From an optimization exercise on the open Yosys and OpenROAD flow, aimed at small area; shortcuts taken in it are not production practice.
Only simulation tests tie the RTL to the original design; equivalence was not proved.
The clock cells of runs 5 and 6 come from the design's own scripts or RTL, not from TritonCTS.
The clock port is modelled as an ideal driver, which makes a skipped or thinned clock tree look cheaper than it is; a real chip needs a root buffer or a tree.
Power and IR drop assume default switching activity.

==> flow/design.v <==
module debouncer(
  input clk,
  input PB,              
  output reg PB_state,   
  output PB_state_nx,    
  output PB_fall         
);
  reg PB_sync_0;
  always @(posedge clk) PB_sync_0 <= PB;
  reg PB_sync_1;
  always @(posedge clk) PB_sync_1 <= PB_sync_0;
  wire run = PB_state ^ PB_sync_1;    
  wire term;
  lfsr_cnt16 CNT(clk, run, term);
  assign PB_state_nx = term ? PB_sync_1 : PB_state;
  assign PB_fall = (term & ~PB_sync_1) & PB_state;
  always @(posedge clk) PB_state <= PB_state_nx;
endmodule
module lfsr_cnt16(
  input clk,
  input en,
  output term
);
  localparam [15:0] P = 16'h5555;        
  reg  [15:0] r;
  wire [15:0] t = r ^ P;
  wire s = (t[14:0] == 15'h0000);
  assign term = s & ~t[15];
  wire fb = t[15] ^ ((~t[1] & t[3] & t[4]) | t[14] | s);
  always @(posedge clk) begin
    r[0] <= en ? (fb ^ P[0]) : 1'b0;
    r[15:1] <= en ? ~r[14:0] : 15'h2aaa;
  end
endmodule
module counter4_up(
  input clk,
  input rst,
  input en,
  output reg [3:0] cnt_n
);
  wire c1 = en & ~cnt_n[0];
  wire c2 = c1 & ~cnt_n[1];
  wire c3 = c2 & ~cnt_n[2];
  always @(posedge clk)
    cnt_n <= {rst | (cnt_n[3] ^ c3), rst | (cnt_n[2] ^ c2),
              rst | (cnt_n[1] ^ c1), rst | (cnt_n[0] ^ en)};
endmodule
module hex_to_sseg_case(
  input [3:0] hex,
  output reg [7:0] sseg );
  always @*
  begin
    case(hex)
      4'b0000: sseg = 8'b1100_0000;  
      4'b0001: sseg = 8'b1111_1001;  
      4'b0010: sseg = 8'b1010_0100;  
      4'b0011: sseg = 8'b1011_0000;  
      4'b0100: sseg = 8'b1001_1001;  
      4'b0101: sseg = 8'b1001_0010;  
      4'b0110: sseg = 8'b1000_0010;  
      4'b0111: sseg = 8'b1111_1000;  
      4'b1000: sseg = 8'b1000_0000;  
      4'b1001: sseg = 8'b1001_0000;  
      4'b1010: sseg = 8'b1000_1000;  
      4'b1011: sseg = 8'b1000_0011;  
      4'b1100: sseg = 8'b1100_0110;  
      4'b1101: sseg = 8'b1010_0001;  
      4'b1110: sseg = 8'b1000_0110;  
      default: sseg = 8'b1000_1110;  
    endcase
  end
endmodule
module mux_sseg_4dig(
  input wire clk, reset,
  input [3:0] dig3_n, dig2_n, dig1_n, dig0_n,
  output [3:0] en_dig,
  output [7:0] sseg
  );
  wire wrap;
  lfsr_cnt16 LOW(clk, ~reset, wrap);
  reg [1:0] k;
  always @(posedge clk)
    k <= {~reset & (k[1] ^ (wrap & k[0])), ~reset & (k[0] ^ wrap)};
  assign en_dig = {~(k[1] & k[0]), ~(k[1] & ~k[0]), ~(~k[1] & k[0]), ~(~k[1] & ~k[0])};
  wire [3:0] dsel_n = k[1] ? (k[0] ? dig3_n : dig2_n) : (k[0] ? dig1_n : dig0_n);
  hex_to_sseg_case DEC(~dsel_n, sseg);
endmodule
module tes_mux_sseg_counter4_up(
  input clk,
  input [3:0] btn,
  input reset,
  output [3:0] led,
  output [7:0] sseg,
  output [3:0] en_dig
);
  wire [3:0] cnt0_n, cnt1_n, cnt2_n, cnt3_n;
  wire [3:0] dbtn;
  wire [3:0] dbtn_nx;
  wire [3:0] dbtn_fall;
  wire dreset;
  wire dreset_nx;
  wire dreset_fall;
  debouncer DB0( clk, btn[0], dbtn[0], dbtn_nx[0], dbtn_fall[0] );
  debouncer DB1( clk, btn[1], dbtn[1], dbtn_nx[1], dbtn_fall[1] );
  debouncer DB2( clk, btn[2], dbtn[2], dbtn_nx[2], dbtn_fall[2] );
  debouncer DB3( clk, btn[3], dbtn[3], dbtn_nx[3], dbtn_fall[3] );
  debouncer DBr( clk, reset, dreset, dreset_nx, dreset_fall );
  wire clr = ~dreset | ~dreset_nx;
  counter4_up CNT0( clk, clr, dbtn_fall[0], cnt0_n );
  counter4_up CNT1( clk, clr, dbtn_fall[1], cnt1_n );
  counter4_up CNT2( clk, clr, dbtn_fall[2], cnt2_n );
  counter4_up CNT3( clk, clr, dbtn_fall[3], cnt3_n );
  assign led = cnt0_n;  
  mux_sseg_4dig MUXSSEG( clk, clr, cnt3_n, cnt2_n, cnt1_n, cnt0_n, en_dig, sseg);
endmodule
==> flow/flow/run.sh <==
#!/bin/bash
# Layout flow: the standard flow (standard.sh, standard synthesis) with
#  - the synthesized netlist's combinational logic re-mapped by ABC with a
#    stronger area script (flow/resynth.tcl, flow/abc_area.script.in), run
#    from four random seeds, keeping the smallest result; registers, their
#    names and cell types are kept exactly as the standard synthesis made
#    them,
#  - clock tree synthesis without dummy loads,
#  - minimum-size buffers on the ports.
# Each tool's output goes to a log file in this folder (and ORFS's own logs
# under orfs/logs).
set -euo pipefail
W=$(pwd)
R=$W/orfs/results/$FLOW_PLATFORM/tes_mux_sseg_counter4_up/base
CTS="-sink_clustering_enable -repair_clock_nets -dont_use_dummy_load -buf_list sky130_fd_sc_hd__clkbuf_4"
MK=("CTS_ARGS=$CTS" "BUFFER_PORTS_ARGS=-buffer_cell sky130_fd_sc_hd__buf_1")

bash standard.sh "${MK[@]}" synth > standard_synth.log 2>&1
cp $R/1_2_yosys.v $W/standard_1_2_yosys.v

export RS_LIB=$FLOW_HOME/platforms/$FLOW_PLATFORM/lib/sky130_fd_sc_hd__tt_025C_1v80.lib
export RS_TOP=$FLOW_TOP
export RS_DONT_USE="$(cat $W/flow/dont_use.txt)"
export RS_IN=$W/standard_1_2_yosys.v
for s in 1 2 3 4; do
  sed "s/SEED/$s/" $W/flow/abc_area.script.in > $W/abc_area_$s.script
  RS_SCRIPT=$W/abc_area_$s.script RS_OUT=$W/resynth_$s.v RS_STAT=$W/resynth_stat_$s.txt \
    yosys -c $W/flow/resynth.tcl > $W/resynth_$s.log 2>&1 &
done
wait
best=""; best_area=""
for s in 1 2 3 4; do
  a=$(awk '/Chip area for module/ {print $NF}' $W/resynth_stat_$s.txt 2>/dev/null || true)
  echo "seed $s: ${a:-failed}" >> $W/resynth_summary.txt
  if [[ -n "$a" ]] && { [[ -z "$best_area" ]] || awk -v x="$a" -v y="$best_area" 'BEGIN{exit !(x<y)}'; }; then
    best=$s; best_area=$a
  fi
done
echo "best: seed $best, $best_area" >> $W/resynth_summary.txt

if [[ -n "$best" ]]; then
  cp $W/resynth_$best.v $R/1_2_yosys.v
  rm -f $R/1_synth.odb $R/1_synth.sdc
fi
bash standard.sh "${MK[@]}" finish > standard.log 2>&1
==> flow/flow/abc_area.script.in <==
&get -n
&deepsyn -J 1000 -T 900 -S SEED
&dch -f
&nf -R 1000 -p
&put
topo
==> flow/flow/dont_use.txt <==
sky130_fd_sc_hd__probe_p_8
sky130_fd_sc_hd__probec_p_8
sky130_fd_sc_hd__lpflow_bleeder_1
sky130_fd_sc_hd__lpflow_clkbufkapwr_1
sky130_fd_sc_hd__lpflow_clkbufkapwr_16
sky130_fd_sc_hd__lpflow_clkbufkapwr_2
sky130_fd_sc_hd__lpflow_clkbufkapwr_4
sky130_fd_sc_hd__lpflow_clkbufkapwr_8
sky130_fd_sc_hd__lpflow_clkinvkapwr_1
sky130_fd_sc_hd__lpflow_clkinvkapwr_16
sky130_fd_sc_hd__lpflow_clkinvkapwr_2
sky130_fd_sc_hd__lpflow_clkinvkapwr_4
sky130_fd_sc_hd__lpflow_clkinvkapwr_8
sky130_fd_sc_hd__lpflow_decapkapwr_12
sky130_fd_sc_hd__lpflow_decapkapwr_3
sky130_fd_sc_hd__lpflow_decapkapwr_4
sky130_fd_sc_hd__lpflow_decapkapwr_6
sky130_fd_sc_hd__lpflow_decapkapwr_8
sky130_fd_sc_hd__lpflow_inputiso0n_1
sky130_fd_sc_hd__lpflow_inputiso0p_1
sky130_fd_sc_hd__lpflow_inputiso1n_1
sky130_fd_sc_hd__lpflow_inputiso1p_1
sky130_fd_sc_hd__lpflow_inputisolatch_1
sky130_fd_sc_hd__lpflow_isobufsrc_1
sky130_fd_sc_hd__lpflow_isobufsrc_16
sky130_fd_sc_hd__lpflow_isobufsrc_2
sky130_fd_sc_hd__lpflow_isobufsrc_4
sky130_fd_sc_hd__lpflow_isobufsrc_8
sky130_fd_sc_hd__lpflow_isobufsrckapwr_16
sky130_fd_sc_hd__lpflow_lsbuf_lh_hl_isowell_tap_1
sky130_fd_sc_hd__lpflow_lsbuf_lh_hl_isowell_tap_2
sky130_fd_sc_hd__lpflow_lsbuf_lh_hl_isowell_tap_4
sky130_fd_sc_hd__lpflow_lsbuf_lh_isowell_4
sky130_fd_sc_hd__lpflow_lsbuf_lh_isowell_tap_1
sky130_fd_sc_hd__lpflow_lsbuf_lh_isowell_tap_2
sky130_fd_sc_hd__lpflow_lsbuf_lh_isowell_tap_4
==> flow/flow/resynth.tcl <==
# Re-map the combinational logic of the standard synthesis netlist with a
# stronger ABC area script.  Registers (and tie cells) are kept as they are:
# same instances, names and cell types.
yosys -import
set lib $::env(RS_LIB)
read_liberty -ignore_miss_func $lib
read_verilog -sv $::env(RS_IN)
hierarchy -top $::env(RS_TOP)
blackbox sky130_fd_sc_hd__df* sky130_fd_sc_hd__edf* sky130_fd_sc_hd__sdf* sky130_fd_sc_hd__sedf* sky130_fd_sc_hd__dl* sky130_fd_sc_hd__conb_1
flatten
opt_clean -purge
opt -full
set du {}
foreach c $::env(RS_DONT_USE) { lappend du -dont_use $c }
abc -liberty $lib {*}$du -script $::env(RS_SCRIPT)
opt_clean -purge
hilomap -singleton -hicell sky130_fd_sc_hd__conb_1 HI -locell sky130_fd_sc_hd__conb_1 LO
insbuf -buf sky130_fd_sc_hd__buf_4 A X
splitnets
opt_clean -purge
tee -o $::env(RS_STAT) stat -liberty $lib
write_verilog -noattr -nohex -nodec $::env(RS_OUT)
==> flow/standard.sh <==
#!/bin/bash
# synth_recipe.tcl (not shown) runs the flow's synth.tcl, then flattens the netlist and writes it again
# the make line also repeats each setting of config.mk as NAME=value (left out here)
make -C /OpenROAD-flow-scripts/flow DESIGN_CONFIG=/design/flow/config.mk WORK_HOME=/design/flow/orfs CLKGATE_MAP_FILE= SYNTH_SCRIPT=/design/flow/synth_recipe.tcl "${@:-finish}"
==> flow/config.mk <==
export PLATFORM = sky130hd
export DESIGN_NAME = tes_mux_sseg_counter4_up
export DESIGN_NICKNAME = tes_mux_sseg_counter4_up
export VERILOG_FILES = /design/flow/design.v
export SDC_FILE = /design/flow/constraint.sdc
export NUM_CORES = 4
export LEC_CHECK = 0
export CAP_MARGIN = 20
export CORE_MARGIN = 2
export CORE_UTILIZATION = 70
export PLACE_DENSITY = 0.8
export SLEW_MARGIN = 20
==> flow/constraint.sdc <==
create_clock -name core_clock -period 10.0 [get_ports {clk}]
set_input_delay 2.0000 -clock core_clock [delete_from_list [all_inputs] [get_ports {clk}]]
set_output_delay 2.0000 -clock core_clock [all_outputs]
set_load 0.01 [all_outputs]
==> results of run 1 <==
==> cell type report <==
class | instances | area, um^2
Timing Repair Buffer | 21 | 82.6
Inverter | 11 | 41.3
Multi-Input combinational cell | 260 | 1320
Tap cell | 72 | 90.1
Clock buffer | 17 | 128
Sequential cell | 129 | 2620
Fill cell | 393 | 1250
==> routing by layer <==
metal | routed length [um] | vias up | track usage, %
met1 | 3140 | 1258 | 30.2
li1 | - | 1407 | -
met3 | 345 | 6 | 7.35
met2 | 3030 | 83 | 35.5
met4 | 44 | 0 | 10.7
met5 | 0 | - | 0
==> critical path, delay by kind of cell (launching register included) <==
family,cells,cell delay (ns)
flip-flops,1,0.35
XOR/XNOR,1,0.22
AND/OR/NAND/NOR,3,0.49
AO/OA/AOI/OAI,3,1.05
buffers and inverters,2,0.27
==> final timing paths <==
kind                                 endpoint  slack [ns]  depth (start not counted)
worst max-delay path                  sseg[4]        5.17                          9
worst min-delay path            DBr.PB_sync_1        0.34                          0
worst max register to register  CNT0.cnt_n[3]        7.79                          9
worst min register to register  DBr.PB_sync_1        0.34                          0
==> cells in the final DEF, fill, tap and decap left out, drive strengths merged <==
cell type and count:
nand2b 11, and4 1, clkinv 11, or3 1
nand2 69, o31ai 2, a311oi 1, nand4b 7
a21oi 10, clkbuf 17, conb 1, nand3b 5
nand4 2, or2 5, nand3 11, xor2 7
nor2 70, edfxtp 4, buf 21, nor3 9
nor2b 1, o21a 2, nor4 4, dfxtp 125
o21ai 14, o22ai 7, o311a 2, xnor2 11
o311ai 2, o211ai 1, nor4b 4
==> where the power goes <==
group | switching (mW) | internal [mW]
combinational | 0.146 | 0.0806
sequential | 0.0465 | 0.581
clock | 0.141 | 0.0778
==> metrics by stage <==
stage               setup slack, ns  hold slack, ns  std cells  util, %
finish                         5.17           0.335        510     77.4
global route                   4.85           0.339        510     77.4
CTS                            5.17           0.336        510     77.4
detailed placement             5.67           0.312        493     75.1
global placement               5.89           0.310        493     75.1
floorplan                      5.72           0.310        405        -
==> state kept, by name (all words and copies together) (netlist names), 2 cells and up <==
register	flops
MUXSSEG.LOW.r	16
MUXSSEG.k	2
CNT0.cnt_n	4
CNT1.cnt_n	4
CNT3.cnt_n	4
DB1.CNT.r	16
DBr.CNT.r	16
DB0.CNT.r	16
CNT2.cnt_n	4
DB2.CNT.r	16
DB3.CNT.r	16
==> metrics.cfg, run 1 <==
[timing]
setup_tns_ns=0
worstMarginPinSlew_ns=0.755
slew_viol_final=0
relSlewSlack_pct=49.3
rsz0062_at_grt=no
fmax_mhz=207
post-route-period-util_pct=48.3
clock_skew_ns=0.0497
finalSetupViolations=0
hold_viol=0
period_minus_slack_ns=4.83

[floorplan]
die_w_um=79.8
boundaryPins=22
die_h_um=79.8
coreArea_um2=5540
start_util_pct=72.7
die_area_um2=6370
rows=27

[clock_network]
path_clk_slew_ns=0.09
cts_hold_buf=0
root_buffer=clkbuf_4
numCtsBuffers=17
cts_tree=yes
numClockSinks=129
h-tree-depth=4
cts_resized=0
clk_latency_ns=0.47
ctsLongestPathBuffers=2
cts_setup_buffers=0

[finish]
diodes=0
num-nets-final=446
area_growth_pct=6.53
drive_above_1_share_pct=4.11
final_area_um2=4290

[worst_setup_path]
r2r-start=DB0.CNT.r[5]
crit_path_start=MUXSSEG.k[1]
worst_path_most_repeated_cell=o21ai_0
cp-end-kind=primary output
cp_data_required_time_ns=8.00
crit_type=register to primary output
slowest_delay_ns=0.61
worstPathCellList=or2_0 > o21ai_0 > xnor2_1 > clkinv_1 > nand3_1 > nand2_1 > o31ai_1 > o21ai_0 > buf_1
arrival_ns=2.83
slowest_stage=o21ai_0
startpoint_type=register
cp_max_fo=6

[drt]
drt_iter0_drc=160
firstDrtPassIters=6
viasPerCell=5.40
ant_nets=0
wire_per_inst_um=12.9
drcViolationCount=0
dr_total_vias=2754
wl_um=6560

[power]
leakage_nw=1.65
p_per_area_nw_per_um2=250
peakVddDrop_mv=0.191
total_power_mw=1.07

[global_route]
grt_overflow=0
grt_pass1_vias=2570
grt_max_degree=21
grtUsageTotal_pct=23.2
antenna_found_initial=0
grt_first_pass_wirelength_um=11200

[placement]
hpwl_um=4670
gp_congestion=0.791
portBuffers=20
dpl_cell_area_um2=4160

[synthesis]
synth_nets=411
avgSynthCellArea_um2=9.94
synth_area_um2=4030
ys_warn_count=5
synthCells=405

[outcome]
status=timing/DRC/antenna clean

[worst_hold_path]
hold_path.class=register to register
worstHoldStart=DBr.PB_sync_0

[run]
cap_viol_max_count=0

==> run 2: changes to the inputs <==
--- a/flow/flow/run.sh
+++ b/flow/flow/run.sh
@@ -4,3 +4,3 @@
 #    stronger area script (flow/resynth.tcl, flow/abc_area.script.in), run
-#    from four random seeds, keeping the smallest result; registers, their
+#    from eight random seeds, keeping the smallest result; registers, their
 #    names and cell types are kept exactly as the standard synthesis made
@@ -24,10 +24,12 @@
 export RS_IN=$W/standard_1_2_yosys.v
-for s in 1 2 3 4; do
-  sed "s/SEED/$s/" $W/flow/abc_area.script.in > $W/abc_area_$s.script
-  RS_SCRIPT=$W/abc_area_$s.script RS_OUT=$W/resynth_$s.v RS_STAT=$W/resynth_stat_$s.txt \
-    yosys -c $W/flow/resynth.tcl > $W/resynth_$s.log 2>&1 &
+for batch in "1 2 3 4" "5 6 7 8"; do
+  for s in $batch; do
+    sed "s/SEED/$s/" $W/flow/abc_area.script.in > $W/abc_area_$s.script
+    RS_SCRIPT=$W/abc_area_$s.script RS_OUT=$W/resynth_$s.v RS_STAT=$W/resynth_stat_$s.txt \
+      yosys -c $W/flow/resynth.tcl > $W/resynth_$s.log 2>&1 &
+  done
+  wait
 done
-wait
 best=""; best_area=""
-for s in 1 2 3 4; do
+for s in 1 2 3 4 5 6 7 8; do
   a=$(awk '/Chip area for module/ {print $NF}' $W/resynth_stat_$s.txt 2>/dev/null || true)
==> flow/flow/abc_area.script.in (replaced) <==
&get -n
&deepsyn -J 2000 -T 1200 -S SEED
&dch -f
&nf -R 1000 -p
&put
topo
--- a/flow/config.mk
+++ b/flow/config.mk
@@ -10,2 +10,3 @@
 export CORE_UTILIZATION = 70
+export GPL_TIMING_DRIVEN = 0
 export PLACE_DENSITY = 0.8
==> run 2 against run 1 <==
Effect of this change: register-to-register slack got worse by 0.24 ns; critical endpoint unchanged; critical path depth decreased by 1; area after synthesis decreased by 0.34%; highest routed layer unchanged; clock skew decreased by 0.018 ns; sequential power decreased by 2%; via count increased by 2.3%; synthesized cell count decreased by 1.2%; maximum frequency increased by 1.5%; non-clock buffer count increased by 4; worst hold slack got worse by 0.019 ns; cell count decreased by 0.20%; die area decreased by 0.33%.
==> metrics.cfg, run 2 <==
[worst_setup_path]
worst_r2r_endpoint=CNT1.cnt_n[0]
cp_max_fo=6
crit_path_start=MUXSSEG.k[1]
reg2reg_depth=7
r2r_slack_ns=7.55
arrival_ns=2.76
cp-endpoint=sseg[4]
cp_data_required_time_ns=8.00
startpoint_type=register
crit_type=register to primary output
r2r-start=DBr.CNT.r[1]
cp-end-kind=primary output

[placement]
gp_congestion=0.804
portBuffers=20
hpwl_um=4900

[synthesis]
ys_warn_count=5
synth_nets=406
avgSynthCellArea_um2=10.0
synthCells=400
synth_area_um2=4010

[drt]
wl_um=7070
drt_iter0_drc=179
drcViolationCount=0
ant_nets=0
dr_total_vias=2818
firstDrtPassIters=4
viasPerCell=5.54
wire_per_inst_um=13.9

[timing]
hold-worst-slack_ns=0.316
setup_tns_ns=0
post-route-period-util_pct=47.6
period_minus_slack_ns=4.76
worstMarginPinSlew_ns=0.865
relSlewSlack_pct=42.3
hold_viol=0
finalSetupViolations=0
fmax_mhz=210
slew_viol_final=0
rsz0062_at_grt=no
clock_skew_ns=0.0321

[clock_network]
ctsLongestPathBuffers=2
cts_setup_buffers=0
cts_tree=yes
cts_resized=0
numClockSinks=129
path_clk_slew_ns=0.11
cts_hold_buf=0
numCtsBuffers=17
clk_latency_ns=0.51
h-tree-depth=4
root_buffer=clkbuf_4

[power]
peakVddDrop_mv=0.163
p_per_area_nw_per_um2=242
leakage_nw=1.62

[finish]
final_common_cell=dfxtp_1
drive_above_1_share_pct=5.03
num-nets-final=445
diodes=0
most-common-layout-cells=125 x dfxtp_1, 67 x nor2_1, 62 x nand2_1, 20 x buf_1, 18 x o21ai_0
area_growth_pct=7.30

[outcome]
status=timing/DRC/antenna clean

[global_route]
grtUsageTotal_pct=24.7
grt_first_pass_wirelength_um=11800
antenna_found_initial=0
grt_pass1_vias=2743
grt_overflow=0
grt_max_degree=19

[floorplan]
die_w_um=79.7
boundaryPins=22
die_h_um=79.7
rows=27
die_area_um2=6350
coreArea_um2=5510
start_util_pct=72.8

[worst_hold_path]
hold_path.class=register to register
hold-path-cell-count=0

[run]
cap_viol_max_count=0

## run 2: cell type report
type	instances	area (um^2)
Sequential cell	129	2620
Multi-Input combinational cell	257	1320
Fill cell	375	1200
Clock buffer	17	128
Tap cell	72	90.1
Timing Repair Buffer	20	75.1
Buffer	5	37.5
Inverter	9	33.8
## run 2: worst min path at each step
stage,endpoint,from
global placement,DB3.PB_sync_1,DB3.PB_sync_0
global route,DB1.PB_sync_1,DB1.PB_sync_0
detailed placement,DB1.PB_sync_1,DB1.PB_sync_0
finish,DB1.PB_sync_1,DB1.PB_sync_0
floorplan,DB0.PB_sync_1,DB0.PB_sync_0
CTS,DB1.PB_sync_1,DB1.PB_sync_0
## run 2: power by group
group	internal, mW	switching [mW]
Clock	0.0776	0.145
Combinational	0.0691	0.134
Sequential	0.575	0.0422
Total	0.721	0.321
## run 2: layer usage
metal	wire length, um	global-route usage, %
met3	324	9.62
met5	0	0
met1	3230	28.8
met2	3480	41.1
met4	40	9.31
## run 2: critical path, stage by stage, from the launching register on
cell	delay [ns]
dfxtp_1	0.40
or2_0	0.34
o22ai_1	0.13
nor2_1	0.37
and3b_1	0.25
o31ai_1	0.28
o22ai_1	0.18
o21ai_0	0.17
buf_1	0.17
## run 2: stage by stage
| step | cells | power (mW) | area, um^2 | utilization [%] | setup WS [ns] |
|---|---|---|---|---|---|
| 5_1_grt | 509 | 1.10 | 4300 | 78.2 | 4.95 |
| 3_5_place_dp | 492 | 0.828 | 4180 | 75.8 | 5.79 |
| 2_1_floorplan | 400 | 0.767 | 4010 | - | 5.74 |
| 6_report | 509 | 1.04 | 4300 | 78.2 | 5.24 |
| 3_3_place_gp | 492 | 0.817 | 4180 | 75.8 | 5.85 |
| 4_1_cts | 509 | 1.04 | 4300 | 78.2 | 5.25 |
==> run 3: changes to the inputs <==
--- a/flow/flow/run.sh
+++ b/flow/flow/run.sh
@@ -35,2 +35,6 @@
   a=$(awk '/Chip area for module/ {print $NF}' $W/resynth_stat_$s.txt 2>/dev/null || true)
+  # keep only netlists with the standard synthesis's registers and no assigns
+  nreg_std=$(grep -cE '^ *sky130_fd_sc_hd__e?df' $W/standard_1_2_yosys.v || true)
+  nreg=$(grep -cE '^ *sky130_fd_sc_hd__e?df' $W/resynth_$s.v 2>/dev/null || true)
+  if [[ "$nreg" != "$nreg_std" ]] || grep -q '^ *assign' $W/resynth_$s.v 2>/dev/null; then a=""; fi
   echo "seed $s: ${a:-failed}" >> $W/resynth_summary.txt
==> flow/flow/abc_area.script.in (replaced) <==
&get -n
&deepsyn -J 2000 -T 1200 -S SEED
&dch -f
&nf -R 1000 -p
&put
&get -n
&dch -f
&nf -R 1000 -p
&put
topo
==> flow/flow/resynth.tcl (replaced) <==
# Re-map the combinational logic of the standard synthesis netlist with a
# stronger ABC area script.  Registers are kept as they are (same instances,
# names and cell types): their cell models are black boxes here, every other
# cell is flattened into its logic function and mapped again.
yosys -import
set lib $::env(RS_LIB)
read_liberty -ignore_miss_func $lib
read_verilog -sv $::env(RS_IN)
hierarchy -top $::env(RS_TOP)
blackbox sky130_fd_sc_hd__df* sky130_fd_sc_hd__edf* sky130_fd_sc_hd__sdf* sky130_fd_sc_hd__sedf* sky130_fd_sc_hd__dl*
flatten
# names made by flattening the cell models (e.g. _123_.A) are internal
yosys rename -hide w:_*_.*
opt_clean -purge
opt -full
set du {}
foreach c $::env(RS_DONT_USE) { lappend du -dont_use $c }
abc -liberty $lib {*}$du -script $::env(RS_SCRIPT)
opt_clean -purge
hilomap -singleton -hicell sky130_fd_sc_hd__conb_1 HI -locell sky130_fd_sc_hd__conb_1 LO
splitnets
opt_clean -purge
tee -o $::env(RS_STAT) stat -liberty $lib
write_verilog -noattr -nohex -nodec $::env(RS_OUT)
==> run 3 against run 2 <==
Effect of this change: synthesized cell count down 1.0%; via count up 1.6%; largest power group unchanged; still clean on timing, DRC and antenna; power down 0.62%.
==> metrics.cfg, run 3 <==
[timing]
rsz0062_at_grt=no
fmax_mhz=211
post-route-period-util_pct=47.3
worstMarginPinSlew_ns=0.940
clock_skew_ns=0.0453
hold_viol=0
setup_tns_ns=0
slew_viol_final=0
period_minus_slack_ns=4.73
finalSetupViolations=0
hold-worst-slack_ns=0.331
relSlewSlack_pct=37.3
final.setup.worst_slack_ns=5.27

[clock_network]
h-tree-depth=4
root_buffer=clkbuf_4
cts_resized=0
ctsLongestPathBuffers=2
clk_latency_ns=0.51
numClockSinks=129
cts_setup_buffers=0
cts_tree=yes
numCtsBuffers=17
cts_hold_buf=0
path_clk_slew_ns=0.09

[synthesis]
avgSynthCellArea_um2=9.98
synth_nets=402
synth_area_um2=3950
ys_warn_count=5
synthCells=396

[global_route]
grt_overflow=0
grt_first_pass_wirelength_um=12200
grt_pass1_vias=2842
grt_max_degree=19
grtUsageTotal_pct=25.9
antenna_found_initial=0

[floorplan]
coreArea_um2=5470
start_util_pct=72.2
die_h_um=79.1
rows=27
die_w_um=79.1
die_area_um2=6260
boundaryPins=22

[placement]
gp_congestion=0.801
place_ws_ns=5.84
portBuffers=20
hpwl_um=5050
dpl.cell_count=488

[finish]
diodes=0
most-common-layout-cells=125 x dfxtp_1, 72 x nor2_1, 67 x nand2_1, 20 x buf_1, 17 x clkbuf_4
multiInputGateArea_um2=1330
ff_latch_area_um2=2620
area_growth_pct=7.41
final_common_cell=dfxtp_1
layoutNonFillerInstCount=505
final_core_util_pct=77.6
num-nets-final=441
num-fill-cells=384
drive_above_1_share_pct=3.93

[drt]
wire_per_inst_um=14.6
viasPerCell=5.67
firstDrtPassIters=5
drt_iter0_drc=131
wl_um=7370
drcViolationCount=0
dr_total_vias=2864
ant_nets=0

[worst_setup_path]
cp_data_required_time_ns=8.00
worstPathCellList=or2_0 > o22ai_1 > nor2_1 > o22ai_1 > a22oi_1 > a21oi_1 > nor2_1 > a31oi_1 > o21ai_0 > buf_1
crit_family=compound AO/OA/AOI/OAI gates
cp-end-kind=primary output
reg2reg_depth=7
slowest_delay_ns=0.42
r2r_slack_ns=7.76
slowest_stage=dfxtp_1
r2r-start=DBr.CNT.r[1]
crit_type=register to primary output
startpoint_type=register
worst_r2r_endpoint=CNT2.cnt_n[0]
cp_max_fo=7
arrival_ns=2.73
crit_buf_inv=1

[power]
leakage_nw=1.64
p_per_area_nw_per_um2=244
peakVddDrop_mv=0.182

[worst_hold_path]
hold_path.class=register to register
worstHoldStart=DB3.PB_sync_0
hold-path-cell-count=0
hold_end=DB3.PB_sync_1

[outcome]
status=timing/DRC/antenna clean

[run]
cap_viol_max_count=0

## run 3: stage by stage
step                      area, um^2  total power, mW
final                           4250             1.04
after global placement          4120            0.807
after CTS                       4250             1.04
after floorplan                 3950            0.760
after detailed placement        4120            0.819
after global routing            4250             1.09
## run 3: worst register-to-register path, delay by kind of cell, from the launching register on
family / cells / cell delay (ns)
muxes: 1 / 0.19
DFF: 1 / 0.34
and+or+nand+nor: 6 / 1.55
## run 3: final cells by class
type	instances	share of cell area, %
clock buffer	17	3.01
inverter	1	0.0884
multi-input combinational	266	31.2
sequential	129	61.8
tap	72	2.12
timing repair buffer	20	1.77
## run 3: worst max-delay path by stage
stage | cells past startpoint | end | start
global placement | 10 | sseg[1] | MUXSSEG.k[1]
detailed placement | 10 | sseg[1] | MUXSSEG.k[0]
CTS | 10 | sseg[1] | MUXSSEG.k[0]
global route | 10 | sseg[1] | MUXSSEG.k[1]
finish | 10 | sseg[1] | MUXSSEG.k[0]
floorplan | 8 | sseg[1] | MUXSSEG.k[1]
## run 3: report_power, final
group | switching, mW | internal, mW | leakage [nW] | total, mW
registers | 0.0409 | 0.574 | 1.06 | 0.615
clock network | 0.145 | 0.0777 | 0.0782 | 0.223
logic | 0.134 | 0.0642 | 0.509 | 0.198
## run 3: per-layer routing
layer  track usage, %  part of all wire [%]  vias up
met5                0                     0        -
met3             8.86                   3.5       19
met2             45.7                    51       51
met4             11.7                   2.2        0
met1             27.9                    43     1376
li1                 -                     -     1418
==> run 4: changes to the inputs <==
--- a/flow/flow/run.sh
+++ b/flow/flow/run.sh
@@ -7,3 +7,4 @@
 #    them,
-#  - clock tree synthesis without dummy loads,
+#  - clock tree synthesis without dummy loads, its buffers then rebuilt as
+#    inverters sized to the flip-flops each one drives (flow/post_cts.tcl),
 #  - minimum-size buffers on the ports.
@@ -15,3 +16,3 @@
 CTS="-sink_clustering_enable -repair_clock_nets -dont_use_dummy_load -buf_list sky130_fd_sc_hd__clkbuf_4"
-MK=("CTS_ARGS=$CTS" "BUFFER_PORTS_ARGS=-buffer_cell sky130_fd_sc_hd__buf_1")
+MK=("CTS_ARGS=$CTS" "BUFFER_PORTS_ARGS=-buffer_cell sky130_fd_sc_hd__buf_1" "POST_CTS_TCL=$W/flow/post_cts.tcl")
 
==> flow/flow/post_cts.tcl (new file) <==
# POST_CTS hook: rebuild the two-level clock tree that clock_tree_synthesis
# made (clk -> root buffer -> leaf buffers -> flip-flops) with inverters
# (two inversions on every path, so every flip-flop still sees clk), then
# size each leaf inverter to the smallest one that keeps the slew at its
# flip-flop clock pins under a target, and legalize the placement.
set cts_target_slew 0.100
set cts_leaf_sizes {sky130_fd_sc_hd__inv_2 sky130_fd_sc_hd__inv_4 sky130_fd_sc_hd__inv_6 sky130_fd_sc_hd__inv_8}
set cts_root_cell sky130_fd_sc_hd__inv_6

proc cts_buf_to_inv { inst mname } {
  set block [ord::get_db_block]
  set m [[ord::get_db] findMaster $mname]
  set name [$inst getName]
  set in [[$inst findITerm A] getNet]
  set out [[$inst findITerm X] getNet]
  set loc [$inst getLocation]
  odb::dbInst_destroy $inst
  set ni [odb::dbInst_create $block $m $name]
  $ni setLocation [lindex $loc 0] [lindex $loc 1]
  $ni setPlacementStatus PLACED
  [$ni findITerm A] connect $in
  [$ni findITerm Y] connect $out
  return $ni
}

proc cts_is_clkbuf { inst } {
  return [string match "sky130_fd_sc_hd__clkbuf_*" [[$inst getMaster] getName]]
}

proc cts_invert_tree { } {
  global cts_target_slew cts_leaf_sizes cts_root_cell
  set block [ord::get_db_block]
  set clknet [$block findNet clk]
  # the clock port must drive exactly one clock buffer (the root)
  set roots {}
  foreach it [$clknet getITerms] { lappend roots [$it getInst] }
  if { [llength $roots] != 1 || ![cts_is_clkbuf [lindex $roots 0]] } {
    puts "post_cts: clock tree is not root/leaf shaped, left as it is"
    return
  }
  set root [lindex $roots 0]
  set rootnet [[$root findITerm X] getNet]
  set leaves {}
  foreach it [$rootnet getITerms] {
    set inst [$it getInst]
    if { $inst eq $root } { continue }
    if { ![cts_is_clkbuf $inst] } {
      puts "post_cts: root drives [$inst getName] directly, left as it is"
      return
    }
    # every load of a leaf must be a flip-flop clock pin
    foreach lt [[[$inst findITerm X] getNet] getITerms] {
      set li [$lt getInst]
      if { $li eq $inst } { continue }
      if { [[$lt getMTerm] getName] ne "CLK" } {
        puts "post_cts: leaf [$inst getName] drives [$li getName], left as it is"
        return
      }
    }
    lappend leaves $inst
  }
  puts "post_cts: root [$root getName], [llength $leaves] leaves"
  cts_buf_to_inv $root $cts_root_cell
  set leafnames {}
  foreach l $leaves {
    lappend leafnames [$l getName]
    cts_buf_to_inv $l [lindex $cts_leaf_sizes 0]
  }
  set_propagated_clock [all_clocks]
  for { set iter 0 } { $iter < [llength $cts_leaf_sizes] } { incr iter } {
    estimate_parasitics -placement
    set changed 0
    foreach n $leafnames {
      set inst [$block findInst $n]
      set worst 0.0
      foreach lt [[[$inst findITerm Y] getNet] getITerms] {
        if { [$lt getInst] eq $inst } { continue }
        set pin [get_pins "[[$lt getInst] getName]/CLK"]
        set s [get_property $pin slew_max]
        if { $s > $worst } { set worst $s }
      }
      set cur [lsearch $cts_leaf_sizes [[$inst getMaster] getName]]
      if { $worst > $cts_target_slew && $cur < [llength $cts_leaf_sizes] - 1 } {
        $inst swapMaster [[ord::get_db] findMaster [lindex $cts_leaf_sizes [expr {$cur + 1}]]]
        set changed 1
      }
    }
    if { !$changed } { break }
  }
  foreach n $leafnames {
    set inst [$block findInst $n]
    puts "post_cts: $n [[$inst getMaster] getName]"
  }
  detailed_placement
  check_placement -verbose
  estimate_parasitics -placement
}

cts_invert_tree
==> run 4 against run 3 <==
Effect of this change: area after synthesis stayed put; the run now fails in clock tree synthesis; synthesized cell count stayed put.
==> metrics.cfg, run 4 <==
[outcome]
status=aborted with a tool error
lastStage=clock tree synthesis
firstError=Error: cts.tcl, 90 can't read "cts_root_cell": no such variable

[synthesis]
avgSynthCellArea_um2=9.98
synthCells=396
ys_warn_count=5
synth_area_um2=3950
synth_nets=402

[floorplan]
start_util_pct=72.2
boundaryPins=22
die_h_um=79.1
die_w_um=79.1
rows=27

[placement]
hpwl_um=5050
gp_congestion=0.801
dpl_cell_area_um2=4120
portBuffers=20

-- run 4: stage by stage --
| step | setup slack (ns) | cells |
|---|---|---|
| 2_1_floorplan | 5.92 | 396 |
| 3_5_place_dp | 5.84 | 488 |
| 3_3_place_gp | 5.91 | 488 |
-- run 4: worst min-delay path by stage --
stage,startpoint,to,depth (start not counted),slack (ns)
after floorplan,DB0.PB_sync_0,DB0.PB_sync_1,0,0.31
after global placement,DB0.PB_sync_0,DB0.PB_sync_1,0,0.31
after detailed placement,DB1.PB_sync_0,DB1.PB_sync_1,0,0.31
-- run 4: power groups by stage --
stage	Combinational [mW]	Sequential (mW)	Clock (mW)
after floorplan	0.146	0.614	0
after global placement	0.185	0.622	0
after detailed placement	0.194	0.625	0
==> run 5: changes to the inputs <==
--- a/flow/flow/post_cts.tcl
+++ b/flow/flow/post_cts.tcl
@@ -5,5 +5,5 @@
 # flip-flop clock pins under a target, and legalize the placement.
-set cts_target_slew 0.100
-set cts_leaf_sizes {sky130_fd_sc_hd__inv_2 sky130_fd_sc_hd__inv_4 sky130_fd_sc_hd__inv_6 sky130_fd_sc_hd__inv_8}
-set cts_root_cell sky130_fd_sc_hd__inv_6
+set ::cts_target_slew 0.110
+set ::cts_leaf_sizes {sky130_fd_sc_hd__inv_2 sky130_fd_sc_hd__inv_4 sky130_fd_sc_hd__inv_6 sky130_fd_sc_hd__inv_8}
+set ::cts_root_cell sky130_fd_sc_hd__inv_6
 
@@ -30,3 +30,5 @@
 proc cts_invert_tree { } {
-  global cts_target_slew cts_leaf_sizes cts_root_cell
+  set cts_target_slew $::cts_target_slew
+  set cts_leaf_sizes $::cts_leaf_sizes
+  set cts_root_cell $::cts_root_cell
   set block [ord::get_db_block]
==> run 5 against run 4 <==
Effect of this change: now clean on timing, DRC and antenna; area after synthesis unchanged; synthesized cell count unchanged.
==> metrics.cfg, run 5 <==
[power]
leakage_nw=1.64
total_power_mw=1.01
p_per_area_nw_per_um2=240
peakVddDrop_mv=0.159

[drt]
drcViolationCount=0
met1_length_um=3110
viasPerCell=5.75
wl_met2_um=3790
drt_iter0_drc=140
wire_per_inst_um=14.5
wl_um=7340
ant_nets=0
firstDrtPassIters=5
wl_met3_um=293
top_layer=met4
dr_total_vias=2906

[timing]
setup_tns_ns=0
worstMarginPinSlew_ns=0.945
finalSetupViolations=0
hold_viol=0
hold-worst-slack_ns=0.309
final.setup.worst_slack_ns=5.55
post-route-period-util_pct=44.5
fmax_mhz=225
clock_skew_ns=0.0240
relSlewSlack_pct=36.9
period_minus_slack_ns=4.45
rsz0062_at_grt=no
slew_viol_final=0

[synthesis]
avgSynthCellArea_um2=9.98
synthCells=396
synth_nets=402
ys_warn_count=5
synth_area_um2=3950

[worst_setup_path]
crit_type=register to primary output
slowest_stage=dfxtp_1
cp_data_required_time_ns=8.00
crit_path_start=MUXSSEG.k[0]
slowest_delay_ns=0.42
worst_r2r_endpoint=CNT2.cnt_n[0]
arrival_ns=2.45
reg2reg_depth=7
cp_max_fo=7
startpoint_type=register
worstPathCellList=or2_0 > o22ai_1 > nor2_1 > o22ai_1 > a22oi_1 > a21oi_1 > nor2_1 > a31oi_1 > o21ai_0 > buf_1
r2r-start=DBr.CNT.r[1]
r2r_slack_ns=7.79
cp-end-kind=primary output

[clock_network]
clk_latency_ns=0.24
numClockSinks=129
path_clk_slew_ns=0.10

[worst_hold_path]
hold_end=DBr.PB_sync_1
hold-path-cell-count=0
worstHoldStart=DBr.PB_sync_0
hold_path.class=register to register

[floorplan]
die_h_um=79.1
die_area_um2=6260
coreArea_um2=5470
rows=27
start_util_pct=72.2
die_w_um=79.1
boundaryPins=22

[global_route]
grtUsageTotal_pct=25.9
grt_max_degree=19
grt_overflow=0
antenna_found_initial=0
grt_first_pass_wirelength_um=12300
grt_pass1_vias=2834

[placement]
gp_congestion=0.801
dpl_cell_area_um2=4120
portBuffers=20
place_ws_ns=5.84
hpwl_um=5050

[run]
cap_viol_max_count=0

[finish]
diodes=0
final_common_cell=dfxtp_1
num-nets-final=441
drive_above_1_share_pct=3.93
area_growth_pct=6.62
most-common-layout-cells=125 x dfxtp_1, 72 x nor2_1, 67 x nand2_1, 20 x buf_1
num-fill-cells=394
final_area_um2=4210

[outcome]
status=timing/DRC/antenna clean

run 5: area by class of cell:
type	count	area (um^2)	area share, %
multi-input combinational	266	1330	31.5
inverter	18	100	2.38
timing repair buffer	20	75.1	1.78
sequential	129	2620	62.2
tap	72	90.1	2.14
run 5: worst max-delay path by stage:
stage | depth (start not counted) | slack [ns] | endpoint
floorplan | 8 | 5.92 | sseg[1]
global placement | 10 | 5.91 | sseg[1]
detailed placement | 10 | 5.84 | sseg[1]
global route | 10 | 5.28 | sseg[1]
finish | 10 | 5.55 | sseg[1]
run 5: layer usage:
layer  global-route usage [%]  up-vias
met4                     10.7        0
met1                     28.0     1405
met3                     9.20       16
met2                     45.8       65
li1                         -     1420
met5                        0        -
run 5: per-stage QoR:
| stage | util (%) | std cells |
|---|---|---|
| 3_3_place_gp | 75.2 | 488 |
| 5_1_grt | 77.0 | 505 |
| 2_1_floorplan | - | 396 |
| 6_report | 77.0 | 505 |
| 3_5_place_dp | 75.2 | 488 |
run 5: worst max-delay path, delay by kind of cell, from the launching register on:
family / cells / cell delay, ns
buffers and inverters: 1 / 0.16
and+or+nand+nor: 3 / 0.78
AOI/OAI and AO/OA: 6 / 0.88
DFF: 1 / 0.42
run 5: where the power goes:
group,total [mW],leakage [nW],internal [mW],switching (mW)
Combinational,0.199,0.509,0.0642,0.134
Sequential,0.615,1.06,0.574,0.0410
Clock,0.200,0.0747,0.0255,0.174
Total,1.01,1.64,0.664,0.350
==> run 6: changes to the inputs <==
==> flow/flow/run.sh (replaced) <==
#!/bin/bash
# Layout flow: the standard flow (standard.sh, standard synthesis) with
#  - the synthesized netlist's combinational logic re-mapped by ABC with a
#    stronger area script (flow/resynth.tcl, flow/abc_area.script.in):
#    a first pass from eight random seeds, then two more passes, each from
#    four seeds, starting from the smallest netlist so far; the smallest
#    result is kept.  Registers, their names and cell types are kept exactly
#    as the standard synthesis made them,
#  - clock tree synthesis without dummy loads, its buffers then rebuilt as
#    inverters sized to the flip-flops each one drives (flow/post_cts.tcl),
#  - minimum-size buffers on the ports.
# Each tool's output goes to a log file in this folder (and ORFS's own logs
# under orfs/logs).
set -euo pipefail
W=$(pwd)
R=$W/orfs/results/$FLOW_PLATFORM/tes_mux_sseg_counter4_up/base
CTS="-sink_clustering_enable -repair_clock_nets -dont_use_dummy_load -buf_list sky130_fd_sc_hd__clkbuf_4"
MK=("CTS_ARGS=$CTS" "BUFFER_PORTS_ARGS=-buffer_cell sky130_fd_sc_hd__buf_1" "POST_CTS_TCL=$W/flow/post_cts.tcl")

bash standard.sh "${MK[@]}" synth > standard_synth.log 2>&1
cp $R/1_2_yosys.v $W/standard_1_2_yosys.v

export RS_LIB=$FLOW_HOME/platforms/$FLOW_PLATFORM/lib/sky130_fd_sc_hd__tt_025C_1v80.lib
export RS_TOP=$FLOW_TOP
export RS_DONT_USE="$(cat $W/flow/dont_use.txt)"
nreg_std=$(grep -cE '^ *sky130_fd_sc_hd__e?df' $W/standard_1_2_yosys.v || true)

best_v=""; best_area=""
# run_pass TAG INPUT "SEEDS..."
run_pass() {
  local tag=$1 input=$2 seeds=$3 s a nreg
  for s in $seeds; do
    sed "s/SEED/$s/" $W/flow/abc_area.script.in > $W/abc_area_${tag}_$s.script
    RS_IN=$input RS_SCRIPT=$W/abc_area_${tag}_$s.script RS_OUT=$W/resynth_${tag}_$s.v \
      RS_STAT=$W/resynth_stat_${tag}_$s.txt \
      yosys -c $W/flow/resynth.tcl > $W/resynth_${tag}_$s.log 2>&1 &
  done
  wait
  for s in $seeds; do
    a=$(awk '/Chip area for module/ {print $NF}' $W/resynth_stat_${tag}_$s.txt 2>/dev/null || true)
    # keep only netlists with the standard synthesis's registers and no assigns
    nreg=$(grep -cE '^ *sky130_fd_sc_hd__e?df' $W/resynth_${tag}_$s.v 2>/dev/null || true)
    if [[ "$nreg" != "$nreg_std" ]] || grep -q '^ *assign' $W/resynth_${tag}_$s.v 2>/dev/null; then a=""; fi
    echo "pass $tag seed $s: ${a:-failed}" >> $W/resynth_summary.txt
    if [[ -n "$a" ]] && { [[ -z "$best_area" ]] || awk -v x="$a" -v y="$best_area" 'BEGIN{exit !(x<y)}'; }; then
      best_v=$W/resynth_${tag}_$s.v; best_area=$a
    fi
  done
}
run_pass p1a $W/standard_1_2_yosys.v "1 2 3 4"
run_pass p1b $W/standard_1_2_yosys.v "5 6 7 8"
for p in p2 p3; do
  if [[ -n "$best_v" ]]; then run_pass $p $best_v "1 2 3 4"; fi
done
echo "best: $best_v, $best_area" >> $W/resynth_summary.txt

if [[ -n "$best_v" ]]; then
  cp $best_v $R/1_2_yosys.v
  rm -f $R/1_synth.odb $R/1_synth.sdc
fi
bash standard.sh "${MK[@]}" finish > standard.log 2>&1
==> run 6 against run 5 <==
Effect of this change: still clean on timing, DRC and antenna; combinational power grew 12%; setup slack lost 0.063 ns; final area shrank 0.56%; global-route usage shrank 2.1 points; register-to-register slack gained 0.12 ns; die area shrank 0.43%; first-iteration DRC count shrank 22%.
==> metrics.cfg, run 6 <==
[drt]
firstDrtPassIters=4
wire_per_inst_um=13.1
drcViolationCount=0
ant_nets=0
dr_total_vias=2796
wl_um=6660
viasPerCell=5.49
drt_iter0_drc=109

[floorplan]
boundaryPins=22
coreArea_um2=5470
rows=27
start_util_pct=71.9
die_area_um2=6240
die_w_um=79.0
die_h_um=79.0

[power]
p_per_area_nw_per_um2=248
total_power_mw=1.04
peakVddDrop_mv=0.208
leakage_nw=1.66

[worst_setup_path]
cp-end-kind=primary output
cp_data_required_time_ns=8.00
startpoint_type=register
cp_max_fo=6
crit_type=register to primary output
r2r_slack_ns=7.91
reg2reg_depth=8
arrival_ns=2.51

[timing]
rsz0062_at_grt=no
period_minus_slack_ns=4.51
clock_skew_ns=0.0236
fmax_mhz=222
finalSetupViolations=0
worstMarginPinSlew_ns=0.813
setup_tns_ns=0
relSlewSlack_pct=45.8
final.setup.worst_slack_ns=5.49
hold_viol=0
post-route-period-util_pct=45.1
slew_viol_final=0

[placement]
hpwl_um=4750
dpl_cell_area_um2=4100
place_ws_ns=5.80
portBuffers=20
gp_congestion=0.757

[global_route]
grtUsageTotal_pct=23.8
grt_pass1_vias=2690
grt_first_pass_wirelength_um=11400
grt_overflow=0
grt_max_degree=19
antenna_found_initial=0

[finish]
diodes=0
final_common_cell=dfxtp_1
most-common-layout-cells=125 x dfxtp_1, 72 x nor2_1, 67 x nand2_1, 22 x o21ai_0
area_growth_pct=6.49
drive_above_1_share_pct=4.12
num-fill-cells=414
num-nets-final=445
final_area_um2=4190

[worst_hold_path]
hold-path-cell-count=0
hold_path.class=register to register

[clock_network]
path_clk_slew_ns=0.08
clk_latency_ns=0.22
numClockSinks=129

[synthesis]
avgSynthCellArea_um2=9.84
synthCells=400
ys_warn_count=5
synth_area_um2=3940
synth_nets=406

[run]
cap_viol_max_count=0

[outcome]
status=timing/DRC/antenna clean

==> run 6: layer usage <==
metal | share of wire [%] | track usage, %
met5 | 0 | 0
met4 | 1.0 | 8.28
met3 | 4.1 | 8.52
met2 | 49 | 39.8
met1 | 45 | 28.3
==> run 6: through the flow <==
stage / hold slack (ns) / std cells / util, %
2_1_floorplan: 0.310 / 400 / -
3_3_place_gp: 0.311 / 492 / 74.9
3_5_place_dp: 0.312 / 492 / 75.0
5_1_grt: 0.341 / 509 / 76.6
6_report: 0.330 / 509 / 76.6
==> run 6: power breakdown <==
group / internal, mW / total (mW) / switching, mW
registers: 0.582 / 0.630 / 0.0480
clock network: 0.0220 / 0.186 / 0.164
logic: 0.0750 / 0.222 / 0.147
total: 0.679 / 1.04 / 0.359
==> run 6: worst max-delay path, stage by stage (launching register included) <==
cell     delay, ns
dfxtp_1       0.35
or2_0         0.33
o22ai_1       0.22
nor2_1        0.07
o21ai_0       0.20
o21ai_0       0.21
a22oi_1       0.23
a21oi_1       0.11
o21ai_0       0.18
nand2_1       0.09
o21ai_0       0.14
buf_1         0.17
==> run 6: final timing paths <==
kind | startpoint | to
worst max-delay path | MUXSSEG.k[1] | sseg[1]
worst min-delay path | DBr.PB_sync_0 | DBr.PB_sync_1
worst max register to register | DB3.CNT.r[12] | CNT3.cnt_n[3]
worst min register to register | DBr.PB_sync_0 | DBr.PB_sync_1
==> run 6: layout make-up <==
class | count | area, um^2 | area share, %
Sequential cell | 129 | 2620 | 62.6
Timing Repair Buffer | 20 | 75.1 | 1.79
Tap cell | 72 | 90.1 | 2.15
Multi-Input combinational cell | 269 | 1310 | 31.2
Inverter | 19 | 93.8 | 2.24

[what the ideal ports hide]
No port has a modelled driver above. Below, the same layouts with a new extraction and two added sets of constraints. Step 1 sets driving cells, clkbuf_16 on the clock port and buf_2 on the other inputs (assumed; they add their load-dependent delay and slew). Step 2 also shifts input and output timing later by t, the mid clock arrival at the registers, as if the neighbouring blocks saw the same clock. Three values: ideal, step 1, step 2; two values: the first two.
run | shift t [ns] | slack for setup (ns) | pins driven straight from the clock port
run 1 | 0.480 | 5.169 / 5.140 / 5.619 | 1
run 2 | 0.519 | 5.240 / 5.214 / 5.733 | 1
run 3 | 0.516 | 5.266 / 5.239 / 5.754 | 1
run 5 | 0.269 | 5.553 / 5.510 / 5.779 | 1
run 6 | 0.249 | 5.490 / 5.450 / 5.700 | 1
After both steps every run listed still meets setup and hold.
